Source: an optimization exercise on an open RTL-to-GDS flow (aim: small area, a short achievable clock period and few clock cycles). Production flows keep margins and buffers that such runs may drop.
The RTL was checked by simulation tests, not by an equivalence proof against the original design.
The clock port is modelled as an ideal driver; clocking choices that lean on that would not hold on a real chip.
Power and IR drop assume default switching activity.

`flow/run.sh`:
```
#!/bin/bash
# synth_recipe.tcl (not shown) runs the flow's synth.tcl, then flattens the netlist and writes it again
# the make line also repeats each setting of config.mk as NAME=value (left out here)
make -C /OpenROAD-flow-scripts/flow DESIGN_CONFIG=/design/flow/config.mk WORK_HOME=/design/flow/orfs CLKGATE_MAP_FILE= SYNTH_SCRIPT=/design/flow/synth_recipe.tcl finish
```
`flow/config.mk`:
```
export PLATFORM = sky130hd
export DESIGN_NAME = xlr8_float_div
export DESIGN_NICKNAME = xlr8_float_div
export VERILOG_FILES = /design/flow/design.v
export SDC_FILE = /design/flow/constraint.sdc
export NUM_CORES = 4
export LEC_CHECK = 0
export CAP_MARGIN = 20
export CORE_MARGIN = 2
export CORE_UTILIZATION = 40
export CTS_BUF_LIST = sky130_fd_sc_hd__clkbuf_4 sky130_fd_sc_hd__clkbuf_8
export CTS_CLUSTER_SIZE = 30
export SETUP_SLACK_MARGIN = 2.0
export SLEW_MARGIN = 20
```
`flow/constraint.sdc`:
```
create_clock -name core_clock -period 5.0 [get_ports {clk}]
set_input_delay 1.0000 -clock core_clock [delete_from_list [all_inputs] [get_ports {clk}]]
set_output_delay 1.0000 -clock core_clock [all_outputs]
set_load 0.01 [all_outputs]
```
`flow/design.v`:
```
module xlr8_fdiv
  (input  logic        clk,
   input  logic        rst_n,
   input  logic        start_div,   
   input  logic        start_nop,   
   input  logic [31:0] numer,
   input  logic [31:0] denom,
   output logic        fin,
   output logic [31:0] result);
   logic [3:0]  dcnt;        
   logic        vld;         
   logic        pend;        
   logic        rnd;         
   logic [22:0] fa;          
   logic [22:0] dvs;         
   logic [25:0] dvs3;        
   logic [24:0] dvd;         
   logic [25:0] quo;         
   logic        chg;         
   logic [3:0]  dcnt_nxt;
   logic [25:0] x;
   logic [26:0] t1, t2, t3;
   logic [1:0]  q_dig;
   logic [24:0] d_nxt;
   always_comb begin
      x  = {dvd, 1'b0};
      t1 = {1'b0, x} - {3'b001, dvs};
      t2 = {1'b0, x} - {2'b01, dvs, 1'b0};
      t3 = {1'b0, x} - {1'b0, dvs3};
      if (!t3[26]) begin
         q_dig = 2'd3;
         d_nxt = {t3[23:0], 1'b0};
      end
      else if (!t2[26]) begin
         q_dig = 2'd2;
         d_nxt = {t2[23:0], 1'b0};
      end
      else if (!t1[26]) begin
         q_dig = 2'd1;
         d_nxt = {t1[23:0], 1'b0};
      end
      else begin
         q_dig = 2'd0;
         d_nxt = {x[23:0], 1'b0};
      end
   end
   logic [7:0]  exp_n, exp_d, exp_q;
   logic        n_nan, d_nan, n_inf, d_inf, n_0, d_0;
   logic        norm;
   logic [22:0] inc, m_rnd;
   logic [31:0] q_out;
   always_comb begin
      exp_n = numer[30:23];
      exp_d = denom[30:23];
      n_nan = (exp_n == 8'hff) && (fa != 0);
      d_nan = (exp_d == 8'hff) && (dvs != 0);
      n_inf = (exp_n == 8'hff) && (fa == 0);
      d_inf = (exp_d == 8'hff) && (dvs == 0);
      n_0 = (exp_n == 0);
      d_0 = (exp_d == 0);
      norm = quo[25];
      exp_q = exp_n - exp_d + 8'd126 + {7'd0, norm};
      inc = quo[24:2] + 23'd1;
      if (norm)          
        m_rnd = quo[1] ? inc : quo[24:2];
      else               
        m_rnd = (quo[1] && quo[0]) ? {inc[21:0], 1'b0}
                                   : {quo[23:2], quo[1] | quo[0]};
      if (n_nan || d_nan || (n_0 && d_0) || (n_inf && d_inf))
        q_out = 32'h7fffffff;
      else if (n_inf || d_0)
        q_out = {numer[31] ^ denom[31], 8'hff, 23'h0};
      else if (n_0 || d_inf)
        q_out = {numer[31] ^ denom[31], 31'h0};
      else
        q_out = {numer[31] ^ denom[31], exp_q, m_rnd};
   end
   assign chg = !vld || (numer[22:0] != fa) || (denom[22:0] != dvs);
   assign dcnt_nxt = chg ? 4'd0 : (dcnt == 4'd13) ? dcnt : dcnt + 4'd1;
   assign fin = (pend || start_div) && (dcnt_nxt == 4'd13);
   always_ff @(posedge clk or negedge rst_n)
     if (!rst_n) begin
        vld  <= 1'b0;
        dcnt <= 4'd0;
        pend <= 1'b0;
        rnd  <= 1'b0;
     end
     else begin
        vld  <= 1'b1;
        dcnt <= dcnt_nxt;
        pend <= (pend || start_div) && !fin;
        rnd  <= fin;
     end
   always_ff @(posedge clk)
     begin
        fa <= numer[22:0];
        dvs <= denom[22:0];
        dvs3 <= {2'b01, denom[22:0]} + {1'b1, denom[22:0], 1'b0};
     end
   always_ff @(posedge clk)
     if (chg)
       dvd <= {2'b01, numer[22:0]};
     else
       dvd <= d_nxt;
   always_ff @(posedge clk)
     if (!chg && dcnt != 4'd13)
       quo <= {quo[23:0], q_dig};
   always_ff @(posedge clk or negedge rst_n)
     if (!rst_n)
       result <= 32'h0;
     else if (start_nop)
       result <= 32'h0;
     else if (rnd)
       result <= q_out;
endmodule  
`timescale 1 ns / 1 ns
module xlr8_xf
  (input  logic        clk,
   input  logic        rstn,
   input  logic [5:0]  adr,
   input  logic [7:0]  dbus_in,
   output logic [7:0]  dbus_out,
   input  logic        iore,
   input  logic        iowe,
   output logic        out_en,
   output logic        start_div,   
   output logic        start_nop,   
   input  logic        fin,         
   input  logic [31:0] result);
   logic [6:0] ctrl_reg;
   logic       flag;       
   logic       unsup;      
   logic       ctrl_we;
   logic       status_re;
   logic       start;
   logic [7:0] rbyte;
   logic [7:0] creg;
   assign ctrl_we   = iowe && (adr == 6'h10);
   assign status_re = iore && (adr == 6'h11);
   assign start     = ctrl_we && dbus_in[6];
   assign start_div = start && (dbus_in[2:0] == 3'd3);
   assign start_nop = start && (dbus_in[2:0] != 3'd3);
   assign out_en = iore && !adr[5] &&
                   (adr[4] ? (adr[3:1] == 3'b000) : (adr[3:2] == 2'b11));
   always_comb begin
      case (adr[1:0])
        2'd0:    rbyte = result[7:0];
        2'd1:    rbyte = result[15:8];
        2'd2:    rbyte = result[23:16];
        default: rbyte = result[31:24];
      endcase
      creg = adr[0] ? {flag, unsup, 6'h00} : {1'b0, ctrl_reg};
      dbus_out = adr[4] ? creg : rbyte;
   end
   always_ff @(posedge clk or negedge rstn)
     if (!rstn)
       ctrl_reg <= 7'h00;
     else if (ctrl_we)
       ctrl_reg <= dbus_in[6:0];
   always_ff @(posedge clk or negedge rstn)
     if (!rstn) begin
        flag  <= 1'b0;
        unsup <= 1'b0;
     end
     else if (start_nop) begin
        flag  <= 1'b1;
        unsup <= 1'b1;
     end
     else if (fin) begin
        flag  <= 1'b1;
        unsup <= 1'b0;
     end
     else if (start) begin
        flag  <= 1'b0;
        unsup <= 1'b0;
     end
     else if (status_re)
       flag <= 1'b0;
endmodule
`timescale 1 ns / 1 ns
module xlr8_float_div
  (input  logic        clk,
   input  logic        rstn,
   input  logic [5:0]  adr,
   input  logic [7:0]  dbus_in,
   output logic [7:0]  dbus_out,
   input  logic        iore,
   input  logic        iowe,
   output logic        out_en,
   input  logic [31:0] opa,    
   input  logic [31:0] opb     
   );
   logic        start_div;
   logic        start_nop;
   logic        fin;
   logic [31:0] result;
   xlr8_xf xf_inst
     (.clk       (clk),
      .rstn      (rstn),
      .adr       (adr),
      .dbus_in   (dbus_in),
      .dbus_out  (dbus_out),
      .iore      (iore),
      .iowe      (iowe),
      .out_en    (out_en),
      .start_div (start_div),
      .start_nop (start_nop),
      .fin       (fin),
      .result    (result));
   xlr8_fdiv fdiv_inst
     (.clk       (clk),
      .rst_n     (rstn),
      .start_div (start_div),
      .start_nop (start_nop),
      .numer     (opa),
      .denom     (opb),
      .fin       (fin),
      .result    (result));
endmodule
```
==> results of run 1 <==
==> layer usage <==
metal	wire, um	global-route usage [%]
met5	0	0
met4	2720	15.4
met3	2060	4.25
met2	19500	38.8
met1	17400	28.3
==> cells in the final DEF (no fill, tap or decap), types with 14 or more instances in the layout <==
| cell | netlist | layout |
|---|---|---|
| nor3_1 | 44 | 38 |
| clkbuf_8 | 5 | 20 |
| inv_2 | 1 | 15 |
| a211oi_1 | 16 | 14 |
| a21oi_1 | 124 | 112 |
| buf_4 | 2 | 72 |
| ha_2 | 0 | 14 |
| nor2_1 | 84 | 82 |
| xor2_1 | 35 | 35 |
| o21ai_0 | 110 | 94 |
| edfxtp_1 | 26 | 26 |
| o21ai_1 | 16 | 25 |
| a31oi_1 | 29 | 28 |
| dfxtp_1 | 96 | 84 |
| o211ai_1 | 30 | 30 |
| nand4_1 | 32 | 32 |
| a21o_1 | 35 | 34 |
| inv_1 | 118 | 102 |
| nand2b_1 | 20 | 19 |
| nand2_1 | 110 | 107 |
| dfrtp_1 | 48 | 48 |
| ha_1 | 111 | 82 |
| nand3_1 | 54 | 52 |
| clkdlybuf4s50_1 | 0 | 50 |
| nor4_1 | 21 | 15 |
| xnor2_1 | 103 | 93 |
| ha_4 | 0 | 15 |
==> kinds of logic (layout without fill, tap and decap cells) <==
group / count (synthesis) / after routing / share of synthesized area [%]
flip-flops: 170 / 170 / 29.7
AND/OR/NAND/NOR: 457 / 461 / 17.8
XOR/XNOR: 138 / 138 / 9.19
AO/OA/AOI/OAI: 489 / 491 / 24.3
adder cells (fa/ha/maj): 116 / 116 / 11.3
buffers and inverters: 165 / 314 / 5.36
multiplexers: 27 / 27 / 2.35
other: 1 / 2 / 0.0285
==> cell type report <==
cell class	count	area [sq um]	area share, %
flip-flops and latches	170	3920	24.2
clock buffers	22	290	1.79
repair buffers	163	1410	8.65
clock inverters	10	164	1.01
multi-input cells	1234	9460	58.2
well taps	442	553	3.40
inverters	119	453	2.79
diodes	1	2.50	0.0154
==> cell usage after synthesis, types with 11 or more instances <==
cell      number
mux2i_1       14
nor2_1        84
dfrtp_1       48
a21oi_1      124
o211ai_1      30
a211oi_1      16
mux2_2        11
a31oi_1       29
nand4_1       32
ha_1         111
o21ai_1       16
inv_1        118
nor4_1        21
nand3_1       54
nand2_1      110
nor3_1        44
o21a_1        15
edfxtp_1      26
xnor2_1      103
o21ai_0      110
clkbuf_1      29
nor2b_1       15
dfxtp_1       96
nand2b_1      20
o31ai_1       12
a211o_1       13
and3_1        15
xor2_1        35
a21o_1        35
==> through the flow <==
stage	power, mW	cell area, sq um
after CTS	4.03	15600
after floorplan	2.46	13200
after global placement	2.81	14500
after detailed placement	2.82	14500
after global routing	4.35	16200
final	4.13	16200
==> power by group through the flow <==
stage	Combinational [mW]	Sequential (mW)	Clock, mW
final	1.49	1.53	1.11
after global routing	1.63	1.54	1.19
after CTS	1.37	1.52	1.14
after detailed placement	1.27	1.56	0
after global placement	1.25	1.55	0
after floorplan	0.921	1.54	0
==> what timing repair did <==
item,CTS,global route
resized for setup,151,138
hold buffers,0,0
pin swaps,38,52
endpoints found under the setup margin,101,74
gates cloned,4,3
setup buffers,43,22
==> critical path, cell delays in order <==
cell	delay, ns
buf_12	0.13
mux2i_1	0.19
o21ai_0	0.10
o221a_2	0.27
dlygate4sd2_1	0.28
==> worst max-delay path by stage <==
stage	from	endpoint	slack, ns	cells past startpoint
after detailed placement	adr[0]	dbus_out[3]	0.74	5
after global placement	adr[0]	dbus_out[3]	0.74	5
final	adr[0]	dbus_out[2]	2.02	5
after floorplan	opb[2]	fdiv_inst.dvs3[17]$_DFF_P_	2.00	10
after CTS	fdiv_inst.dvs[6]$_DFF_P_	fdiv_inst.dvd[19]$_DFF_P_	2.00	11
after global routing	fdiv_inst.dvs[3]$_DFF_P_	fdiv_inst.dvd[23]$_SDFF_PP1_	1.96	12
==> key figures, run 1 <==
Critical path
  • Reg2reg end: fdiv_inst.dvd[23]$_SDFF_PP1_
  • Worst Path Max Fanout: 16
  • FF-to-FF path depth: 12
  • Crit Path Category: in2out
  • CP arrival: 1.98 ns
  • Reg2reg start: fdiv_inst.dvs[3]$_DFF_P_
  • Critical Path Start Type: input port
  • Req. time, crit path: approximately 4.0 ns
  • Crit end category: output pin
  • Register-to-Register Setup Slack: 2.04 ns

Timing
  • Count of final hold-check violations: 0
  • Slew Limit Headroom: between 30% and 40%
  • Slew Limit Fails: 0
  • RSZ-0062 raised after global routing: true
  • Hold Slack: 0.479 ns
  • Final setup fails: 0
  • Final period util: between 50 and 60%
  • Clock skew: between 0.015 and 0.02 ns
  • Fmax: approximately 340 MHz
  • Fin worst setup slack: 2.02 ns
  • Crit path time final: just under 3 ns
  • Slew @ Worst Pin: roughly 0.91 ns
  • Post-Route Setup TNS: 0 ns

Power and ir drop
  • Comb power frac: a little over a third
  • Maximum vdd drop: 173 uV
  • Internal Power: 2.73 mW
  • Clock Power Share: a little over a quarter
  • Power Density: approximately 250 mW/mm^2
  • Sw Ratio: around a third
  • NetSw: 1.40 mW
  • Pleak: about 6.8 nW
  • Flop pwr share: between 30% and 40%

Routing
  • # DRC: 0
  • Routed WL: ~42000 um
  • Routed len/inst: between 15 and 20 um
  • Via density: 5.75
  • Antenna violation net count after detailed routing: 0
  • Initial DRC count: between 700 and 800
  • First-pass iteration count of the detailed router: 5
  • Vias: roughly 12000

Layout
  • Syn-to-layout area delta: 23.5%
  • Nets@finish: 1903
  • Util after Layout: 50.1%
  • Number of flip-flops in the largest register: 32
  • Top Registers: fdiv_inst.result: 32 flops, fdiv_inst.quo: 26 flops
  • Layout filler cell count: between 3000 and 4000
  • Register with the most flip-flops: fdiv_inst.result
  • Layout cells sized above 1: 19.0%
  • Fin cells: roughly 2200

Floorplanning
  • Die Y: between 150 and 200 um
  • Core area: around 0.032 sq mm
  • Starting Density: about two fifths
  • DIE AREA: 0.0344 sq mm
  • Die Width: between 150 and 200 um
  • Num rows: 66
  • # IOs: 91

Placement
  • Worst slack at placement: 0.744 ns
  • Post-DP HPWL: roughly 31000 um
  • DP Cell Count: roughly 2100
  • Port bufs: between 80 and 90
  • Routability cong.: around 0.93

Synth
  • YS warnings: 2
  • Number of synthesized flops with an enable pin: 26
  • Post-synth top area cell: dfxtp_1
  • Post-Syn Nets: ~1800
  • Syn Area/Cell: about 8.4 sq um
  • Ys flop type: dfxtp_1
  • Yosys top cell area share: about 15%
  • Post-synthesis sequential area ratio: 29.7%
  • Synth Cell Area: approximately 0.013 sq mm
  • Post-Syn Instances: ~1600
  • Synth top area cells: dfxtp_1 15%, ha_1 11%, dfrtp_1 9.1%
  • Synth cell types: 94
  • #FFs+latches synth: 170
  • Synth async-reset ratio: between 20% and 30%

Clocking
  • Num CTS Buffers: 17
  • # clock sinks: between 150 and 200
  • Clock-pin transition on the worst setup and hold timing paths: about 0.090 ns
  • Skew-Pair Late Insertion Delay: 0.48 ns
  • TritonCTS clock tree: built
  • Clk root buf: clkbuf_8
  • H-tree depth: 4
  • Longest Clk Path Bufs: 2

Worst hold path
  • Hold crit path type: reg2reg
  • Worst Hold End: fdiv_inst.quo[2]$_DFFE_PP_
  • HP Start: fdiv_inst.quo[0]$_SDFFCE_PN1P_
  • Hold path depth: 0

Global routing
  • Initial antenna violation count: 1
  • First-pass GRT wire length: 62500 um
  • GR Overflow Total: 0
  • Number of global-route vias before repair: 11875
  • Pin count of the biggest net entering global routing: 57
  • All-Layer GR Usage: a little under a quarter

Flow run
  • Max-cap violation count: 0

Run status
  • Status: no timing/DRC/antenna violations
Testbench counts, summed over its fixed seeds: cycles 35,992.
==> run 2: changes to the inputs <==
==> flow/flow/run.sh (new file) <==
#!/bin/bash
set -euo pipefail
bash standard.sh synth > synth.log 2>&1
bash standard.sh MATCH_CELL_FOOTPRINT=0 \
  "BUFFER_PORTS_ARGS=-buffer_cell sky130_fd_sc_hd__buf_1" \
  "CTS_ARGS=-sink_clustering_enable -repair_clock_nets -sink_clustering_size 30 -buf_list {sky130_fd_sc_hd__clkbuf_4 sky130_fd_sc_hd__clkbuf_8} -dont_use_dummy_load" \
  finish > layout.log 2>&1
test -s out/final.def
==> flow/standard.sh (new file) <==
#!/bin/bash
# synth_recipe.tcl (not shown) runs the flow's synth.tcl, then flattens the netlist and writes it again
# the make line also repeats each setting of config.mk as NAME=value (left out here)
make -C /OpenROAD-flow-scripts/flow DESIGN_CONFIG=/design/flow/config.mk WORK_HOME=/design/flow/orfs CLKGATE_MAP_FILE= SYNTH_SCRIPT=/design/flow/synth_recipe.tcl "${@:-finish}"
removed: flow/run.sh
==> run 2 against run 1 <==
Compared with the run above:
- still clean
- sequential share of layout area grew 1.4 points
- synthesized area is the same
- sequential cell count is the same
- largest cell class unchanged
- sequential power is essentially flat
- via count grew 0.74%
- clock skew grew 0.019 ns
- non-clock buffer count shrank 1
- final area shrank 5.3%
- global-route usage grew 0.11 points
- setup slack lost 0.015 ns
==> key figures, run 2 <==
Global routing
  • First-pass GRT wire length: between 60000 and 70000 um
  • Number of global-route vias before repair: roughly 12000
  • All-Layer GR Usage: between 20% and 30%
  • Pin count of the biggest net entering global routing: 57
  • Initial antenna violation count: 1
  • GR Overflow Total: 0

Critical path
  • Worst path bufs/invs: 3
  • CP peak stage delay: ~0.24 ns
  • Worst Path Max Fanout: 8
  • Critical Path Start Type: input port
  • Crit Path Category: in2out
  • CP arrival: ~2.0 ns
  • Family with the most delay on the worst path: compound AO/OA/AOI/OAI gates
  • Crit end category: output pin
  • Crit path cell chain: buf_12, buf_4, mux2i_1, o21ai_1, o221a_2, buf_1
  • Slowest CP cell: o221a_2
  • Req. time, crit path: about 4 ns

Synth
  • Synth async-reset ratio: 28.2%
  • Synth top area cells: dfxtp_1 15%, ha_1 11%, dfrtp_1 9.1%
  • Post-synth top area cell: dfxtp_1
  • Post-Syn Nets: ~1800
  • Ys flop type: dfxtp_1
  • Number of synthesized flops with an enable pin: 26
  • Post-Syn Instances: around 1600
  • YS warnings: 2
  • Syn Area/Cell: 8.42 sq um
  • Most common cell in the synthesized netlist: a21oi_1
  • Synth cell types: 94
  • Commonest cells post-synth: 124 x a21oi_1, 118 x inv_1, 111 x ha_1, 110 x nand2_1, 110 x o21ai_0
  • Yosys top cell area share: 14.6%
  • #FFs+latches synth: 170
  • Synth Cell Area: about 0.013 sq mm
  • Post-synthesis sequential area ratio: 29.7%

Floorplanning
  • Die Width: about 190 um
  • DIE AREA: around 0.034 sq mm
  • Core area: approximately 0.032 sq mm
  • Starting Density: 40.5%
  • # IOs: between 90 and 100
  • Die Y: roughly 190 um
  • Num rows: 66

Timing
  • Hold Slack: 0.480 ns
  • Crit path time final: between 2 and 3 ns
  • Final period util: 59.8%
  • Count of final hold-check violations: 0
  • Slew Limit Headroom: 36.9%
  • RSZ-0062 raised after global routing: true
  • Slew Limit Fails: 0
  • Final setup fails: 0
  • Post-Route Setup TNS: 0 ns
  • Slew @ Worst Pin: roughly 0.95 ns
  • Fmax: between 300 and 400 MHz
  • Clock skew: 0.0353 ns

Placement
  • Port bufs: between 80 and 90
  • Post-DP HPWL: 31100 um
  • Routability cong.: about 1
  • Placed instance area: 0.0139 sq mm

Clocking
  • CTS hold repair buffers: 0
  • TritonCTS clock tree: built
  • Clk root buf: clkbuf_8
  • Longest Clk Path Bufs: 2
  • # clock sinks: 170
  • H-tree depth: 4
  • Clock-pin transition on the worst setup and hold timing paths: ~0.08 ns
  • Skew-Pair Late Insertion Delay: ~0.48 ns
  • Num CTS Buffers: 17

Routing
  • Routed WL: 41800 um
  • # DRC: 0
  • Routed len/inst: approximately 19 um
  • Via density: slightly below 6
  • Initial DRC count: 751
  • Vias: ~13000
  • Antenna violation net count after detailed routing: 0
  • First-pass iteration count of the detailed router: 5

Power and ir drop
  • Pleak: between 6 and 7 nW
  • PnR Total Power: approximately 3.7 mW
  • Power Density: approximately 240 mW/mm^2
  • Maximum vdd drop: 184 uV

Layout
  • Layout cells sized above 1: 16.2%
  • Most common cell after layout, fill and taps aside: a21oi_1
  • Syn-to-layout area delta: 17.0%
  • Most frequent cells in the layout: 115 x a21oi_1, 108 x nand2_1, 105 x inv_1
  • Top Registers: fdiv_inst.result: 32 flops, fdiv_inst.quo: 26 flops
  • Nets@finish: ~1900
  • Final Cell Area: 0.0154 sq mm
  • Register with the most flip-flops: fdiv_inst.result
  • Number of flip-flops in the largest register: 32

Run status
  • Status: no timing/DRC/antenna violations

Worst hold path
  • Hold crit path type: reg2reg

Flow run
  • Max-cap violation count: 0
## run 2: cell counts after synthesis
Identical to the previous run, type by type.
## run 2: layer usage
metal	up-vias	GRT usage (%)	wire, um
met2	447	38.9	19500
met1	5945	30.0	17500
met4	0	13.4	2370
met3	98	3.09	2420
li1	6024	-	-
met5	-	0	0
## run 2: worst paths after layout
check / startpoint / to / slack [ns] / cells after the start
setup / recovery: adr[0] / dbus_out[0] / 2.01 / 6
hold / removal: fdiv_inst.quo[0]$_SDFFCE_PN1P_ / fdiv_inst.quo[2]$_DFFE_PP_ / 0.48 / 0
setup reg to reg: fdiv_inst.dvd[0]$_SDFF_PN0_ / fdiv_inst.dvd[24]$_SDFF_PP0_ / 2.04 / 12
hold reg to reg: fdiv_inst.quo[0]$_SDFFCE_PN1P_ / fdiv_inst.quo[2]$_DFFE_PP_ / 0.48 / 0
max in group asynchronous: rstn / fdiv_inst.result[12]$_DFFE_PN0P_ / 3.92 / 2
min in group asynchronous: rstn / xf_inst.ctrl_reg[3]$_DFFE_PN0P_ / 0.61 / 2
## run 2: timing repair
| item | in CTS | in global routing |
|---|---|---|
| setup buffers | 35 | 29 |
| pin swaps | 25 | 50 |
| setup endpoints to repair | 76 | 76 |
| resized for setup | 86 | 109 |
| gates cloned | 4 | 2 |
| endpoints found under the hold margin | 0 | 0 |
## run 2: cell type report
class / instances / area (sq um)
Fill cell: 3237 / 17100
Antenna cell: 2 / 5.00
Inverter: 119 / 453
Multi-Input combinational cell: 1233 / 9210
Sequential cell: 170 / 3930
Tap cell: 442 / 553
Timing Repair Buffer: 162 / 1010
Clock buffer: 17 / 234
## run 2: cell families (layout without fill, tap and decap cells)
kind of cell / count (synthesis) / count (layout) / synth area share [%]
AOI/OAI and AO/OA: 489 / 491 / 24.3
xor gates and xnor gates: 138 / 138 / 9.19
adders and majority gates: 116 / 116 / 11.3
buffers and inverters: 165 / 298 / 5.36
DFF: 170 / 170 / 29.7
muxes: 27 / 27 / 2.35
other: 1 / 3 / 0.0285
and+or+nand+nor: 457 / 460 / 17.8
## run 2: through the flow
stage               cells  util (%)  setup slack (ns)
floorplan            1563         -              2.00
global placement     2056      42.8              1.24
detailed placement   2056      42.8              1.18
CTS                  2112      45.6              1.89
global route         2143      47.4              1.91
finish               2145      47.4              2.01
## run 2: where the power goes
part           internal [mW]  switching (mW)  leakage, nW
clock network          0.301           0.460        0.122
logic                  0.607           0.814         4.51
registers               1.47          0.0568         1.69
total                   2.38            1.33         6.32
==> run 3: changes to the inputs <==
--- a/flow/config.mk
+++ b/flow/config.mk
@@ -12,3 +12,5 @@
 export CTS_CLUSTER_SIZE = 30
 export SETUP_SLACK_MARGIN = 2.0
 export SLEW_MARGIN = 20
+export SYNTH_HIERARCHICAL = 1
+export SYNTH_MINIMUM_KEEP_SIZE = 0
==> run 3 against run 2 <==
Compared with the run above:
- synthesized area down 2.7%
- clock power fell by 2%
- largest power group unchanged
- sequential share of layout area increased by 0.84 points
- register-to-register slack worse by 0.23 ns
- critical path depth is 10 higher
- power shrank 0.24%
- clock-buffer cell count is the same
==> key figures, run 3 <==
Power and ir drop
  • Sw Ratio: ~35%
  • Comb power frac: 37.3%
  • Pleak: 6.08 nW
  • NetSw: 1.28 mW
  • Internal Power: ~2.4 mW
  • Flop pwr share: approximately 43%
  • Clock Power Share: approximately a fifth
  • PnR Total Power: 3.70 mW
  • Power Density: roughly 250 mW/mm^2
  • Maximum vdd drop: between 150 and 200 uV

Critical path
  • Crit path to: fdiv_inst.dvd[6]$_DFF_P_
  • Critical Path Start Type: register
  • Worst Path Max Fanout: 7
  • Reg2reg end: fdiv_inst.dvd[6]$_DFF_P_
  • Register-to-Register Setup Slack: between 1.5 and 2 ns
  • Setup crit start: fdiv_inst.dvs3[0]$_DFF_P_
  • CP arrival: roughly 3.6 ns
  • Reg2reg start: fdiv_inst.dvs3[0]$_DFF_P_
  • FF-to-FF path depth: 16
  • Crit end category: register
  • Req. time, crit path: 5.36 ns
  • Crit Path Category: reg2reg

Floorplanning
  • DIE AREA: between 0.03 and 0.04 sq mm
  • Die Width: 183 um
  • Starting Density: around 41%
  • # IOs: ~90
  • Core area: approximately 0.032 sq mm
  • Die Y: around 180 um
  • Num rows: 65

Layout
  • Layout cells sized above 1: roughly 15%
  • Most common cell after layout, fill and taps aside: nand2_1
  • Syn-to-layout area delta: 16.3%
  • Nets@finish: 1834
  • Util after Layout: roughly 47%
  • Layout filler cell count: a little over 3000
  • Number of flip-flops in the largest register: 32
  • Final Cell Area: between 0.01 and 0.015 sq mm
  • Top Registers: fdiv_inst.result: 32 flops, fdiv_inst.dvs3: 26 flops, fdiv_inst.quo: 26 flops
  • Register with the most flip-flops: fdiv_inst.result
  • Ant. Diodes: 0
  • Most frequent cells in the layout: 127 x nand2_1, 105 x nor2_1, 101 x xnor2_1

Global routing
  • Number of global-route vias before repair: about 11000
  • GRT met2 Usage: between 30 and 40%
  • Met1 Track Usage GR: around 29%
  • First-pass GRT wire length: around 57000 um
  • All-Layer GR Usage: between 20% and 30%
  • GRT busiest layer: met2
  • GR Overflow Total: 0
  • Met3 Use GR: 3.16%
  • Initial antenna violation count: 0
  • Pin count of the biggest net entering global routing: 49

Routing
  • Via density: ~5.7
  • Vias: 11538
  • First-pass iteration count of the detailed router: 7
  • # DRC: 0
  • Antenna violation net count after detailed routing: 0
  • Initial DRC count: around 760
  • Routed WL: ~36000 um
  • Routed len/inst: 17.8 um

Clocking
  • Num CTS Buffers: 17
  • # clock sinks: 170
  • H-tree depth: 4
  • Clk root buf: clkbuf_8
  • Skew-Pair Late Insertion Delay: 0.49 ns
  • CTS hold repair buffers: 0
  • Clock-pin transition on the worst setup and hold timing paths: 0.10 ns
  • Longest Clk Path Bufs: 2
  • TritonCTS clock tree: built

Timing
  • Slew @ Worst Pin: between 0.6 and 0.7 ns
  • Slew Limit Headroom: between 50% and 60%
  • Clock skew: between 0.04 and 0.05 ns
  • Final period util: a little under two thirds
  • Count of final hold-check violations: 0
  • Post-Route Setup TNS: 0 ns
  • Hold Slack: ~0.5 ns
  • Crit path time final: 3.19 ns
  • Fmax: between 300 and 400 MHz
  • Slew Limit Fails: 0
  • Final setup fails: 0
  • RSZ-0062 raised after global routing: true

Placement
  • Post-DP HPWL: approximately 27000 um
  • Placed instance area: between 0.01 and 0.015 sq mm
  • Port bufs: 89
  • Routability cong.: approximately 0.95

Worst hold path
  • Hold crit path type: reg2reg
  • HP Start: fdiv_inst.quo[0]$_SDFFCE_PN1P_

Synth
  • Main combinational cell family by area after synthesis: compound AO/OA/AOI/OAI gates
  • Synth Cell Area: roughly 0.013 sq mm
  • Synth async-reset ratio: between 20% and 30%
  • Number of synthesized flops with an enable pin: 26
  • Post-Syn Nets: between 1500 and 2000
  • Yosys top cell area share: ~15%
  • Synth Area in Simple Gates: between 15 and 20%
  • Share of synthesized area spent on multiplexers: 2.72%
  • Post-Syn Instances: between 1500 and 2000
  • Area share of fa/ha/maj cells after synthesis: roughly an eighth
  • Syn Area/Cell: 8.53 sq um
  • #FFs+latches synth: between 150 and 200
  • Synth cell types: 93
  • Compound-Gate Fraction of Synth Area: 23.3%
  • Most common cell in the synthesized netlist: nand2_1
  • Post-synth top area cell: dfxtp_1
  • Post-synthesis sequential area ratio: 30.5%
  • Synth top area cells: dfxtp_1 15%, ha_1 11%, dfrtp_1 9.4%
  • Synth Area in XOR/XNOR: slightly above 10%
  • YS warnings: 8
  • Ys flop type: dfxtp_1
  • Commonest cells post-synth: 132 x nand2_1, 111 x ha_1, 108 x a21oi_1, 108 x nor2_1, 105 x inv_1

Run status
  • Status: no timing/DRC/antenna violations

Flow run
  • Max-cap violation count: 0
==> run 3: power by group through the flow <==
stage               Sequential, mW  Clock (mW)  Combinational [mW]
floorplan                     1.57           0               0.945
global placement              1.60           0                1.21
detailed placement            1.60           0                1.22
CTS                           1.57       0.759                1.32
global route                  1.59       0.803                1.53
finish                        1.58       0.744                1.38
==> run 3: worst min-delay path by stage <==
stage | depth (start not counted) | end | slack [ns]
after CTS | 0 | fdiv_inst.quo[2]$_DFFE_PP_ | 0.49
final | 0 | fdiv_inst.quo[2]$_DFFE_PP_ | 0.49
after global placement | 0 | fdiv_inst.quo[2]$_DFFE_PP_ | 0.47
after global routing | 0 | fdiv_inst.quo[2]$_DFFE_PP_ | 0.52
after detailed placement | 0 | fdiv_inst.quo[2]$_DFFE_PP_ | 0.47
after floorplan | 0 | fdiv_inst.quo[14]$_DFFE_PP_ | 0.42
==> run 3: per-module statistics from Yosys (local to each module, per instance), excerpt <==
module	flops+latches	area, sq um
xlr8_xf	9	731
xlr8_fdiv	161	12100
==> run 3: cell type report <==
type	count	area [sq um]	share of cell area [%]
repair inverters	1	5.00	0.0336
multi-input cells	1179	8730	58.6
flip-flops and latches	170	3930	26.4
inverters	106	410	2.76
repair buffers	161	1080	7.29
clock buffers	17	234	1.57
well taps	402	503	3.38
==> run 3: logic make-up after synthesis <==
logic type / after synthesis
multiplexers: 30
adder cells (fa/ha/maj): 116
AO/OA/AOI/OAI: 436
AND/OR/NAND/NOR: 447
other: 1
XOR/XNOR: 147
buffers and inverters: 154
flip-flops: 170
==> run 3: worst max-delay path, cell delays in order, from the launching register on <==
cell	delay, ns
dfxtp_4	0.40
buf_6	0.11
inv_2	0.03
fa_2	0.42
a211oi_4	0.26
or3_4	0.18
nand4_1	0.18
and4b_2	0.31
o31ai_4	0.23
buf_6	0.15
buf_12	0.12
buf_4	0.11
mux2_4	0.29
nand2_2	0.07
o21ai_2	0.06
nand2_1	0.08
a2bb2oi_1	0.06
==> run 3: timing repair <==
item,in CTS,in global routing
setup endpoints to repair,67,55
cloned,5,2
buffers inserted,43,14
pin swaps,43,21
resized for setup,98,56
==> run 3: metal layers <==
| metal | part of all wire, % | vias up | wire, um |
|---|---|---|---|
| met5 | 0 | - | 0 |
| met2 | 46 | 331 | 16900 |
| met3 | 4.7 | 40 | 1710 |
| li1 | - | 5743 | - |
| met4 | 2.0 | 0 | 722 |
| met1 | 47 | 5424 | 17000 |
==> run 3: through the flow <==
step / std cells / setup slack [ns]
after floorplan: 1501 / 1.92
after global placement: 1955 / 1.16
after detailed placement: 1955 / 1.11
after CTS: 2020 / 1.78
after global routing: 2036 / 1.71
final: 2036 / 1.81
==> run 4: changes to the inputs <==
==> flow/flow/run.sh (replaced) <==
#!/bin/bash
# Own layout flow: the standard flow, with port buffers that the
# resizer may later size freely. The standard synthesis runs unchanged
# first; the layout steps then run with
#   BUFFER_PORTS_ARGS=-buffer_cell sky130_fd_sc_hd__buf_2
#     (port buffers are plain buffers instead of delay cells)
#   MATCH_CELL_FOOTPRINT=0
#     (the resizer may change a cell for one of another footprint)
# Each step's full output goes to a log file in the work folder.
set -euo pipefail
bash standard.sh synth > synth.log 2>&1
bash standard.sh MATCH_CELL_FOOTPRINT=0 \
  "BUFFER_PORTS_ARGS=-buffer_cell sky130_fd_sc_hd__buf_2" finish > layout.log 2>&1
test -s out/final.def
--- a/flow/config.mk
+++ b/flow/config.mk
@@ -10,7 +10,5 @@
 export CORE_UTILIZATION = 40
 export CTS_BUF_LIST = sky130_fd_sc_hd__clkbuf_4 sky130_fd_sc_hd__clkbuf_8
 export CTS_CLUSTER_SIZE = 30
-export SETUP_SLACK_MARGIN = 2.0
+export SETUP_SLACK_MARGIN = 2.2
 export SLEW_MARGIN = 20
-export SYNTH_HIERARCHICAL = 1
-export SYNTH_MINIMUM_KEEP_SIZE = 0
==> run 4 against run 3 <==
Compared with the run above:
- critical path depth decreased by 4
- via count grew 9.4%
- setup slack better by 0.27 ns
- sequential power decreased by 3%
- worst hold slack better by 0.00075 ns
- power grew 13%
- utilization grew 3.9 points
- die area up 2.7%
- critical path type unchanged
- critical endpoint is now fdiv_inst.dvd[19]$_DFF_P_
- largest cell class unchanged
- largest power group is now combinational logic
==> key figures, run 4 <==
Floorplanning
  • Num rows: 66
  • DIE AREA: about 0.034 sq mm
  • # IOs: slightly above 90
  • Core area: 0.0325 sq mm
  • Die Width: roughly 190 um
  • Die Y: 185 um
  • Starting Density: approximately two fifths

Timing
  • Final setup fails: 0
  • Fin worst setup slack: just over 2 ns
  • Fmax: around 340 MHz
  • Slew Limit Headroom: around two fifths
  • Count of final hold-check violations: 0
  • Slew Limit Fails: 0
  • Slew @ Worst Pin: 0.928 ns
  • Post-Route Setup TNS: 0 ns
  • RSZ-0062 raised after global routing: true
  • Clock skew: 0.0165 ns
  • Crit path time final: slightly below 3 ns
  • Final period util: 58.6%
  • Hold Slack: between 0.4 and 0.5 ns

Power and ir drop
  • Power Density: approximately 250 mW/mm^2
  • Pleak: 6.84 nW
  • Maximum vdd drop: approximately 180 uV

Clocking
  • Longest Clk Path Bufs: 2
  • Skew-Pair Late Insertion Delay: about 0.47 ns
  • Clock-pin transition on the worst setup and hold timing paths: ~0.09 ns
  • Clk root buf: clkbuf_8
  • # clock sinks: 170
  • Num CTS Buffers: 17
  • H-tree depth: 4
  • TritonCTS clock tree: built
  • CTS hold repair buffers: 0

Global routing
  • First-pass GRT wire length: ~63000 um
  • Number of global-route vias before repair: about 12000
  • Initial antenna violation count: 0
  • GR Overflow Total: 0
  • Pin count of the biggest net entering global routing: 58
  • All-Layer GR Usage: between 20% and 30%

Synth
  • Yosys top cell area share: between 10% and 20%
  • Commonest cells post-synth: 124 x a21oi_1, 118 x inv_1, 111 x ha_1, 110 x nand2_1, 110 x o21ai_0
  • Synth async-reset ratio: 28.2%
  • Ys flop type: dfxtp_1
  • Main combinational cell family by area after synthesis: compound AO/OA/AOI/OAI gates
  • #FFs+latches synth: 170
  • Number of synthesized flops with an enable pin: 26
  • YS warnings: 2
  • Post-Syn Instances: around 1600
  • Synth top area cells: dfxtp_1 15%, ha_1 11%, dfrtp_1 9.1%
  • Synth cell types: 94
  • Synth Area in Simple Gates: between 10% and 20%
  • Syn Area/Cell: about 8.4 sq um
  • Most common cell in the synthesized netlist: a21oi_1
  • Share of synthesized area spent on multiplexers: 2.35%
  • Synth Cell Area: between 0.01 and 0.015 sq mm
  • Post-Syn Nets: 1761
  • Post-synth top area cell: dfxtp_1
  • Post-synthesis sequential area ratio: between 20% and 30%
  • Compound-Gate Fraction of Synth Area: 24.3%
  • Synth Area in XOR/XNOR: a little under a tenth
  • Area share of fa/ha/maj cells after synthesis: about 11%

Routing
  • Vias: about 13000
  • Antenna violation net count after detailed routing: 0
  • Via density: 5.81
  • Routed WL: 42800 um
  • First-pass iteration count of the detailed router: 5
  • Routed len/inst: a little under 20 um
  • Initial DRC count: around 1000
  • # DRC: 0

Layout
  • Ant. Diodes: 0
  • Syn-to-layout area delta: 26.0%
  • Number of flip-flops in the largest register: 32
  • Final Cell Area: about 0.017 sq mm
  • Layout filler cell count: roughly 3000
  • Reg area: 0.00394 sq mm
  • Layout cells sized above 1: 26.3%
  • Nets@finish: about 1900
  • Multi-input gate area: approximately 0.01 sq mm
  • Most common cell after layout, fill and taps aside: nand2_1
  • Register with the most flip-flops: fdiv_inst.result
  • Most frequent cells in the layout: 107 x nand2_1, 105 x a21oi_1, 101 x xnor2_1
  • Top Registers: fdiv_inst.result: 32 flops, fdiv_inst.quo: 26 flops

Placement
  • Worst slack at placement: roughly 1.2 ns
  • Port bufs: slightly below 90
  • Placed instance area: around 0.014 sq mm
  • Post-DP HPWL: about 31000 um
  • Routability cong.: 0.963

Flow run
  • Max-cap violation count: 0

Critical path
  • Crit end category: register
  • Req. time, crit path: between 5 and 6 ns
  • Crit Path Category: reg2reg
  • Worst Path Max Fanout: 8
  • Critical Path Start Type: register
  • CP arrival: ~3.3 ns

Worst hold path
  • Hold crit path type: reg2reg

Run status
  • Status: no timing/DRC/antenna violations
==> run 4: cell count changes in the layout (fill, tap and decap cells not counted), moves of 18 or more <==
cell      change
nand2_1      -20
buf_2        +73
o21ai_0      +27
a211oi_1     -21
buf_1        -79
nor2_1       -24
ha_1         -18
==> run 4: cell families after synthesis <==
logic type      after synthesis
other cells                   1
simple gates                457
fa+ha+maj                   116
mux                          27
xor+xnor                    138
buf+inv                     165
flops                       170
compound gates              489
==> run 4: layout make-up <==
cell class	count	share of cell area [%]
well taps	442	3.34
flip-flops and latches	170	23.8
multi-input cells	1234	59.0
clock inverters	10	0.845
inverters	119	2.78
repair buffers	174	8.55
clock buffers	22	1.75
==> run 4: per-layer routing <==
metal  share of wire, %  vias to the layer above  track usage (%)  wire length, um
met5                  0                        -                0                0
met4                3.3                        0             8.60             1390
met3                5.5                       78             3.03             2340
met2                 45                      410             38.3            19300
li1                   -                     6077                -                -
met1                 46                     6055             32.9            19700
==> run 4: final timing paths <==
check / start / end / slack, ns / cells past startpoint
worst max-delay path: fdiv_inst.dvs[0]$_DFF_P_ / fdiv_inst.dvd[19]$_DFF_P_ / 2.07 / 12
worst min-delay path: fdiv_inst.quo[0]$_SDFFCE_PN1P_ / fdiv_inst.quo[2]$_DFFE_PP_ / 0.49 / 0
worst max register to register: fdiv_inst.dvs[0]$_DFF_P_ / fdiv_inst.dvd[19]$_DFF_P_ / 2.07 / 12
worst min register to register: fdiv_inst.quo[0]$_SDFFCE_PN1P_ / fdiv_inst.quo[2]$_DFFE_PP_ / 0.49 / 0
max in group asynchronous: rstn / fdiv_inst.vld$_DFF_PN0_ / 3.91 / 2
min in group asynchronous: rstn / fdiv_inst.result[27]$_DFFE_PN0P_ / 0.63 / 2
==> run 4: worst max-delay path: stages, from the launching register on <==
cell       delay [ns]
dfxtp_4          0.39
buf_6            0.10
inv_2            0.03
fa_2             0.42
a21oi_4          0.21
o2bb2ai_4        0.11
o21a_4           0.24
a21oi_4          0.18
o221ai_4         0.18
a21o_4           0.30
mux2_2           0.28
o211ai_1         0.25
a31oi_1          0.12
==> run 4: timing repair <==
action,CTS,global route
pin swaps,60,56
gates cloned,7,4
resized for setup,170,133
setup buffers,50,22
endpoints found under the setup margin,77,59
==> run 4: report_power, final <==
part / switching [mW] / internal, mW
clock: 0.535 / 0.547
sequential: 0.0592 / 1.47
combinational: 0.876 / 0.711
==> run 4: per-stage QoR <==
stage / total power [mW] / util (%) / instances
4_1_cts: 4.05 / 48.4 / 2145
6_report: 4.20 / 51.1 / 2171
3_3_place_gp: 2.79 / 43.5 / 2056
2_1_floorplan: 2.47 / - / 1563
3_5_place_dp: 2.80 / 43.5 / 2056
5_1_grt: 4.40 / 51.1 / 2171
==> run 5: changes to the inputs <==
--- a/flow/config.mk
+++ b/flow/config.mk
@@ -10,5 +10,5 @@
 export CORE_UTILIZATION = 40
 export CTS_BUF_LIST = sky130_fd_sc_hd__clkbuf_4 sky130_fd_sc_hd__clkbuf_8
 export CTS_CLUSTER_SIZE = 30
-export SETUP_SLACK_MARGIN = 2.2
+export SETUP_SLACK_MARGIN = 2.4
 export SLEW_MARGIN = 20
==> run 5 against run 4 <==
Compared with the run above:
- via count grew 2.2%
- sequential power barely moved
- cell count grew 1.9%
- utilization rose by 2.0 points
- clock-buffer cell count shrank 3
- die area is the same
==> key figures, run 5 <==
Layout
  • Ant. Diodes: 0
  • Number of flip-flops in the largest register: 32
  • Nets@finish: 1955
  • Most common cell after layout, fill and taps aside: a21oi_1
  • Layout cells sized above 1: 29.6%
  • Util after Layout: a little over half
  • Register with the most flip-flops: fdiv_inst.result
  • Most frequent cells in the layout: 105 x a21oi_1, 101 x xnor2_1, 98 x inv_1, 98 x nand2_1, 89 x buf_4
  • Syn-to-layout area delta: 30.8%
  • Top Registers: fdiv_inst.result: 32 flops, fdiv_inst.quo: 26 flops
  • Final Cell Area: about 0.017 sq mm

Clocking
  • Clock-pin transition on the worst setup and hold timing paths: 0.09 ns
  • Num CTS Buffers: 17
  • H-tree depth: 4
  • # clock sinks: 170
  • Clk root buf: clkbuf_8
  • CTS hold repair buffers: 0
  • Skew-Pair Late Insertion Delay: approximately 0.48 ns
  • TritonCTS clock tree: built
  • Longest Clk Path Bufs: 2

Synth
  • YS warnings: 2
  • Most common cell in the synthesized netlist: a21oi_1
  • Synth Cell Area: 0.0132 sq mm
  • Syn Area/Cell: ~8.4 sq um
  • Post-Syn Instances: approximately 1600
  • Yosys top cell area share: ~15%
  • Synth cell types: 94
  • #FFs+latches synth: between 150 and 200
  • Post-Syn Nets: between 1500 and 2000
  • Synth async-reset ratio: between 20% and 30%
  • Number of synthesized flops with an enable pin: 26
  • Synth top area cells: dfxtp_1 15%, ha_1 11%, dfrtp_1 9.1%
  • Post-synth top area cell: dfxtp_1
  • Post-synthesis sequential area ratio: between 20% and 30%
  • Ys flop type: dfxtp_1
  • Commonest cells post-synth: 124 x a21oi_1, 118 x inv_1, 111 x ha_1, 110 x nand2_1, 110 x o21ai_0

Placement
  • Post-DP HPWL: around 32000 um
  • Routability cong.: around 0.96
  • Port bufs: 89
  • Placed instance area: between 0.01 and 0.015 sq mm

Timing
  • RSZ-0062 raised after global routing: true
  • Slew Limit Fails: 0
  • Fmax: 335 MHz
  • Slew Limit Headroom: 34.6%
  • Crit path time final: approximately 3 ns
  • Post-Route Setup TNS: 0 ns
  • Slew @ Worst Pin: 0.981 ns
  • Final setup fails: 0
  • Clock skew: between 0.02 and 0.025 ns
  • Final period util: 59.8%
  • Count of final hold-check violations: 0

Critical path
  • Critical Path Start Type: input port
  • Slowest CP cell: mux4_2
  • Family with the most delay on the worst path: multiplexers
  • Crit Path Category: in2out
  • Crit path cell chain: buf_16, mux4_2, nand2_2, o21ai_2, buf_2
  • Crit end category: output pin
  • Worst path bufs/invs: 2
  • Worst Path Max Fanout: 8
  • Req. time, crit path: approximately 4 ns
  • CP arrival: 1.99 ns
  • CP peak stage delay: around 0.57 ns

Routing
  • Via density: 5.83
  • First-pass iteration count of the detailed router: 5
  • # DRC: 0
  • Initial DRC count: 950
  • Antenna violation net count after detailed routing: 0
  • Routed len/inst: about 20 um
  • Vias: 12898
  • Routed WL: 44900 um

Global routing
  • Pin count of the biggest net entering global routing: 57
  • Initial antenna violation count: 1
  • Number of global-route vias before repair: 12206
  • All-Layer GR Usage: 25.1%
  • GR Overflow Total: 0
  • First-pass GRT wire length: around 67000 um

Floorplanning
  • Core area: around 0.032 sq mm
  • DIE AREA: about 0.034 sq mm
  • # IOs: 91
  • Num rows: 66
  • Die Y: 185 um
  • Die Width: between 150 and 200 um
  • Starting Density: approximately two fifths

Flow run
  • Max-cap violation count: 0

Power and ir drop
  • Maximum vdd drop: 156 uV
  • Pleak: between 7 and 8 nW
  • Power Density: 242 mW/mm^2

Worst hold path
  • Hold crit path type: reg2reg

Run status
  • Status: no timing/DRC/antenna violations
==> run 5: changes by cell type in the layout (fill, tap and decap cells not counted), moves of 6 or more <==
cell / previous run / this run
inv_4: 2 / 9
ha_1: 79 / 73
buf_4: 61 / 89
buf_2: 75 / 68
ha_4: 19 / 26
inv_2: 16 / 10
dfxtp_4: 5 / 12
buf_12: 8 / 14
nand2_2: 3 / 10
buf_6: 22 / 33
nand2_1: 107 / 98
o21ai_0: 84 / 77
==> run 5: final timing paths <==
| kind | startpoint | slack (ns) | cells past startpoint | end |
|---|---|---|---|---|
| setup / recovery | adr[0] | 2.01 | 5 | dbus_out[6] |
| hold / removal | xf_inst.ctrl_reg[6]$_DFFE_PN0P_ | 0.49 | 2 | xf_inst.ctrl_reg[6]$_DFFE_PN0P_ |
| setup reg to reg | fdiv_inst.dvs[0]$_DFF_P_ | 2.06 | 13 | fdiv_inst.dvd[19]$_DFF_P_ |
| hold reg to reg | xf_inst.ctrl_reg[6]$_DFFE_PN0P_ | 0.49 | 2 | xf_inst.ctrl_reg[6]$_DFFE_PN0P_ |
| max in group asynchronous | rstn | 3.95 | 2 | fdiv_inst.result[28]$_DFFE_PN0P_ |
| min in group asynchronous | rstn | 0.63 | 2 | xf_inst.ctrl_reg[1]$_DFFE_PN0P_ |
==> run 5: worst min-delay path: cells and delay by family, from the launching register on <==
| kind | cells | cell delay [ns] |
|---|---|---|
| DFF | 1 | 0.35 |
| and+or+nand+nor | 2 | 0.10 |
==> run 5: repair_timing <==
action,4_1_cts,5_1_grt
pin swaps,79,93
gates cloned,6,2
setup buffers,74,43
gates resized for setup,204,139
endpoints found under the setup margin,93,82
==> run 5: per-stage QoR <==
stage / setup slack, ns / power [mW] / instances / hold WS, ns
after detailed placement: 1.35 / 2.84 / 2055 / 0.468
after global routing: 1.94 / 4.38 / 2212 / 0.508
after floorplan: 2.02 / 2.49 / 1563 / 0.421
final: 2.01 / 4.17 / 2212 / 0.485
after CTS: 2.02 / 4.03 / 2167 / 0.497
after global placement: 1.36 / 2.82 / 2055 / 0.459
==> run 5: kinds of logic (layout without fill, tap and decap cells) <==
family	count (synthesis)	count (layout)	share of synthesized area, %
AOI/OAI and AO/OA	489	490	24.3
and+or+nand+nor	457	460	17.8
DFF	170	170	29.7
buffers and inverters	165	368	5.36
xor gates and xnor gates	138	138	9.19
adders and majority gates	116	116	11.3
muxes	27	27	2.35
other	1	1	0.0285
==> run 5: per-layer routing <==
layer	part of all wire, %	GRT usage (%)
met1	42	31.7
met2	47	42.1
met3	6.1	3.78
met4	4.6	11.6
met5	0.031	0
==> run 5: power breakdown <==
part	total [mW]	leakage (nW)	switching [mW]	internal, mW
Clock	1.00	0.199	0.577	0.427
Combinational	1.64	5.22	0.896	0.742
Sequential	1.53	1.69	0.0593	1.47
==> run 5: layout make-up <==
type,count,area (sq um)
sequential,170,3960
tap,442,553
clock inverter,13,133
timing repair buffer,217,1870
inverter,119,482
fill,3026,15200
multi-input combinational,1232,9960
clock buffer,19,255
==> run 6: changes to the inputs <==
--- a/flow/config.mk
+++ b/flow/config.mk
@@ -10,5 +10,5 @@
 export CORE_UTILIZATION = 40
 export CTS_BUF_LIST = sky130_fd_sc_hd__clkbuf_4 sky130_fd_sc_hd__clkbuf_8
 export CTS_CLUSTER_SIZE = 30
-export SETUP_SLACK_MARGIN = 2.4
+export SETUP_SLACK_MARGIN = 2.0
 export SLEW_MARGIN = 20
==> run 6 against run 5 <==
Compared with the run above:
- clock power up 12%
- cell count decreased by 3.1%
- synthesized area is the same
- sequential cell count stayed put
- sequential power is essentially flat
- via count is 4.4% lower
- synthesized cell count stayed put
- routed wire length down 8.0%
- combinational power is 15% lower
- utilization is 5.2 points lower
- critical endpoint is now dbus_out[1]
- largest cell class unchanged
- largest power group is now registers
- highest routed layer is now met4
==> key figures, run 6 <==
Timing
  • Fin worst setup slack: between 2 and 2.5 ns
  • Slew @ Worst Pin: roughly 0.96 ns
  • RSZ-0062 raised after global routing: true
  • Post-Route Setup TNS: 0 ns
  • Slew Limit Fails: 0
  • Final setup fails: 0
  • Final period util: 60.0%
  • Clock skew: between 0.015 and 0.02 ns
  • Crit path time final: ~3 ns
  • Fmax: about 330 MHz
  • Count of final hold-check violations: 0
  • Slew Limit Headroom: ~36%

Floorplanning
  • Die Y: roughly 190 um
  • DIE AREA: approximately 0.034 sq mm
  • Core area: 0.0325 sq mm
  • # IOs: a little over 90
  • Num rows: between 60 and 70
  • Starting Density: between 40% and 50%
  • Die Width: around 190 um

Global routing
  • Initial antenna violation count: 1
  • Pin count of the biggest net entering global routing: 57
  • GR Overflow Total: 0
  • Number of global-route vias before repair: 11376
  • First-pass GRT wire length: 61100 um
  • All-Layer GR Usage: a little under a quarter

Synth
  • Synth cell types: 94
  • YS warnings: 2
  • Ys flop type: dfxtp_1
  • Number of synthesized flops with an enable pin: 26
  • Most common cell in the synthesized netlist: a21oi_1
  • Post-Syn Nets: approximately 1800
  • #FFs+latches synth: between 150 and 200
  • Commonest cells post-synth: 124 x a21oi_1, 118 x inv_1, 111 x ha_1, 110 x nand2_1, 110 x o21ai_0
  • Yosys top cell area share: about 15%
  • Synth Cell Area: about 0.013 sq mm
  • Syn Area/Cell: 8.42 sq um
  • Post-synth top area cell: dfxtp_1
  • Post-synthesis sequential area ratio: 29.7%
  • Synth async-reset ratio: 28.2%
  • Post-Syn Instances: roughly 1600
  • Synth top area cells: dfxtp_1 15%, ha_1 11%, dfrtp_1 9.1%

Critical path
  • CP peak stage delay: approximately 0.35 ns
  • Worst path bufs/invs: 2
  • Family with the most delay on the worst path: compound AO/OA/AOI/OAI gates
  • CP arrival: about 2 ns
  • Critical Path Start Type: input port
  • Crit end category: output pin
  • Req. time, crit path: 4.00 ns
  • Slowest CP cell: o21ai_0
  • Crit path cell chain: buf_16, mux2i_1, o21ai_0, o221a_2, buf_2
  • Crit Path Category: in2out
  • Worst Path Max Fanout: 13

Power and ir drop
  • PnR Total Power: ~4 mW
  • Maximum vdd drop: 202 uV
  • Power Density: ~260 mW/mm^2
  • Pleak: 6.55 nW

Layout
  • Layout cells sized above 1: between 10% and 20%
  • Most common cell after layout, fill and taps aside: a21oi_1
  • Syn-to-layout area delta: 18.0%
  • Most frequent cells in the layout: 114 x a21oi_1, 110 x nand2_1, 106 x inv_1
  • Nets@finish: 1885
  • Number of flip-flops in the largest register: 32
  • Register with the most flip-flops: fdiv_inst.result
  • Top Registers: fdiv_inst.result: 32 flops, fdiv_inst.quo: 26 flops

Routing
  • # DRC: 0
  • First-pass iteration count of the detailed router: 5
  • Routed len/inst: between 15 and 20 um
  • Vias: between 10000 and 15000
  • Antenna violation net count after detailed routing: 0
  • Via density: 5.76
  • Routed WL: 41300 um
  • Initial DRC count: between 800 and 900

Run status
  • Status: no timing/DRC/antenna violations

Clocking
  • # clock sinks: 170
  • Clock-pin transition on the worst setup and hold timing paths: 0.10 ns
  • CTS hold repair buffers: 0
  • H-tree depth: 4
  • Longest Clk Path Bufs: 2
  • Skew-Pair Late Insertion Delay: between 0.4 and 0.5 ns
  • Clk root buf: clkbuf_8
  • TritonCTS clock tree: built
  • Num CTS Buffers: 17

Placement
  • Port bufs: just under 90
  • Routability cong.: between 0.9 and 1
  • Post-DP HPWL: ~31000 um
  • Worst slack at placement: approximately 1.2 ns

Worst hold path
  • Hold crit path type: reg2reg

Flow run
  • Max-cap violation count: 0
-- run 6: cell counts after synthesis --
No cell type changed its count.
-- run 6: tightest hold or removal path, delay by kind of cell (launching register included) --
family	cells	cell delay [ns]
DFF	1	0.36
and+or+nand+nor	2	0.10
-- run 6: what timing repair did --
| action | CTS | global route |
|---|---|---|
| cloned | 3 | 4 |
| setup buffers | 24 | 26 |
| setup endpoints to repair | 64 | 77 |
| resized for setup | 62 | 78 |
| pin swaps | 22 | 28 |
-- run 6: report_power, final --
group	leakage [nW]	switching [mW]	internal (mW)
clock	0.226	0.543	0.576
combinational	4.64	0.800	0.600
sequential	1.69	0.0576	1.47
total	6.55	1.40	2.65
-- run 6: path summary, 6_finish.rpt --
path	from	to	slack (ns)	cells after the start
min in group asynchronous	rstn	xf_inst.ctrl_reg[3]$_DFFE_PN0P_	0.51	1
min reg2reg	xf_inst.ctrl_reg[6]$_DFFE_PN0P_	xf_inst.ctrl_reg[6]$_DFFE_PN0P_	0.49	2
max reg2reg	fdiv_inst.dvs[6]$_DFF_P_	fdiv_inst.dvd[1]$_DFF_P_	2.05	11
max	adr[0]	dbus_out[1]	2.00	5
min	xf_inst.ctrl_reg[6]$_DFFE_PN0P_	xf_inst.ctrl_reg[6]$_DFFE_PN0P_	0.49	2
max in group asynchronous	rstn	fdiv_inst.dcnt[3]$_DFF_PN0_	4.05	1
-- run 6: per-stage QoR --
stage                     hold WS (ns)  instance area (sq um)  cells  utilization (%)
after floorplan                  0.421                  13200   1563                -
after CTS                        0.480                  14900   2112             46.0
after global routing             0.507                  15500   2142             47.8
final                            0.491                  15500   2143             47.8
after global placement           0.445                  14000   2053             43.1
after detailed placement         0.468                  14000   2053             43.1
-- run 6: kinds of logic after synthesis --
group           after synthesis  share of synthesized area (%)
flops                       170                           29.7
buf+inv                     165                           5.36
simple gates                457                           17.8
xor+xnor                    138                           9.19
other cells                   1                         0.0285
mux                          27                           2.35
compound gates              489                           24.3
fa+ha+maj                   116                           11.3
-- run 6: per-layer routing --
metal  share of wire, %  up-vias  GRT usage (%)
li1                   -     6006              -
met1                 42     5886           28.7
met4                5.6        0           13.5
met3                4.9       95           3.68
met2                 47      349           38.2
met5                  0        -              0
-- run 6: cell type report --
type | instances | area (sq um)
Clock inverter | 12 | 186
Fill cell | 3211 | 16900
Tap cell | 442 | 553
Clock buffer | 20 | 263
Sequential cell | 170 | 3930
Inverter | 119 | 453
Multi-Input combinational cell | 1233 | 9170
Antenna cell | 1 | 2.50
Timing Repair Buffer | 146 | 963

port drivers added, routing unchanged:
Ports are ideal in the flow. The routed layouts listed here were re-timed in OpenROAD. Step 1, drivers: a clkbuf_16 drives clk and a buf_2 each remaining input, both assumed. Step 2 moves the port delays by t, midway between the first and last clock arrival at a register: inputs arrive t later, outputs are due t later. That takes back most of the time a late clock gives input paths. Three values: no drivers, after step 1, after step 2; two values: the first two.
run	t (ns)	slack for setup (ns)	pins driven straight from the clock port
run 1	0.510	2.024 / 1.961 / 1.556	1
run 2	0.502	2.009 / 1.896 / 1.548	1
run 3	0.508	1.805 / 1.805 / 1.536	1
run 4	0.504	2.072 / 1.884 / 1.692	1
run 5	0.520	2.011 / 1.876 / 1.677	1
run 6	0.526	2.002 / 1.900 / 1.546	1
After both steps every run listed still meets setup and hold. For run 1, which loses most, drivers alone change the setup slack by -0.063 ns; drivers and shift together by -0.468 ns.
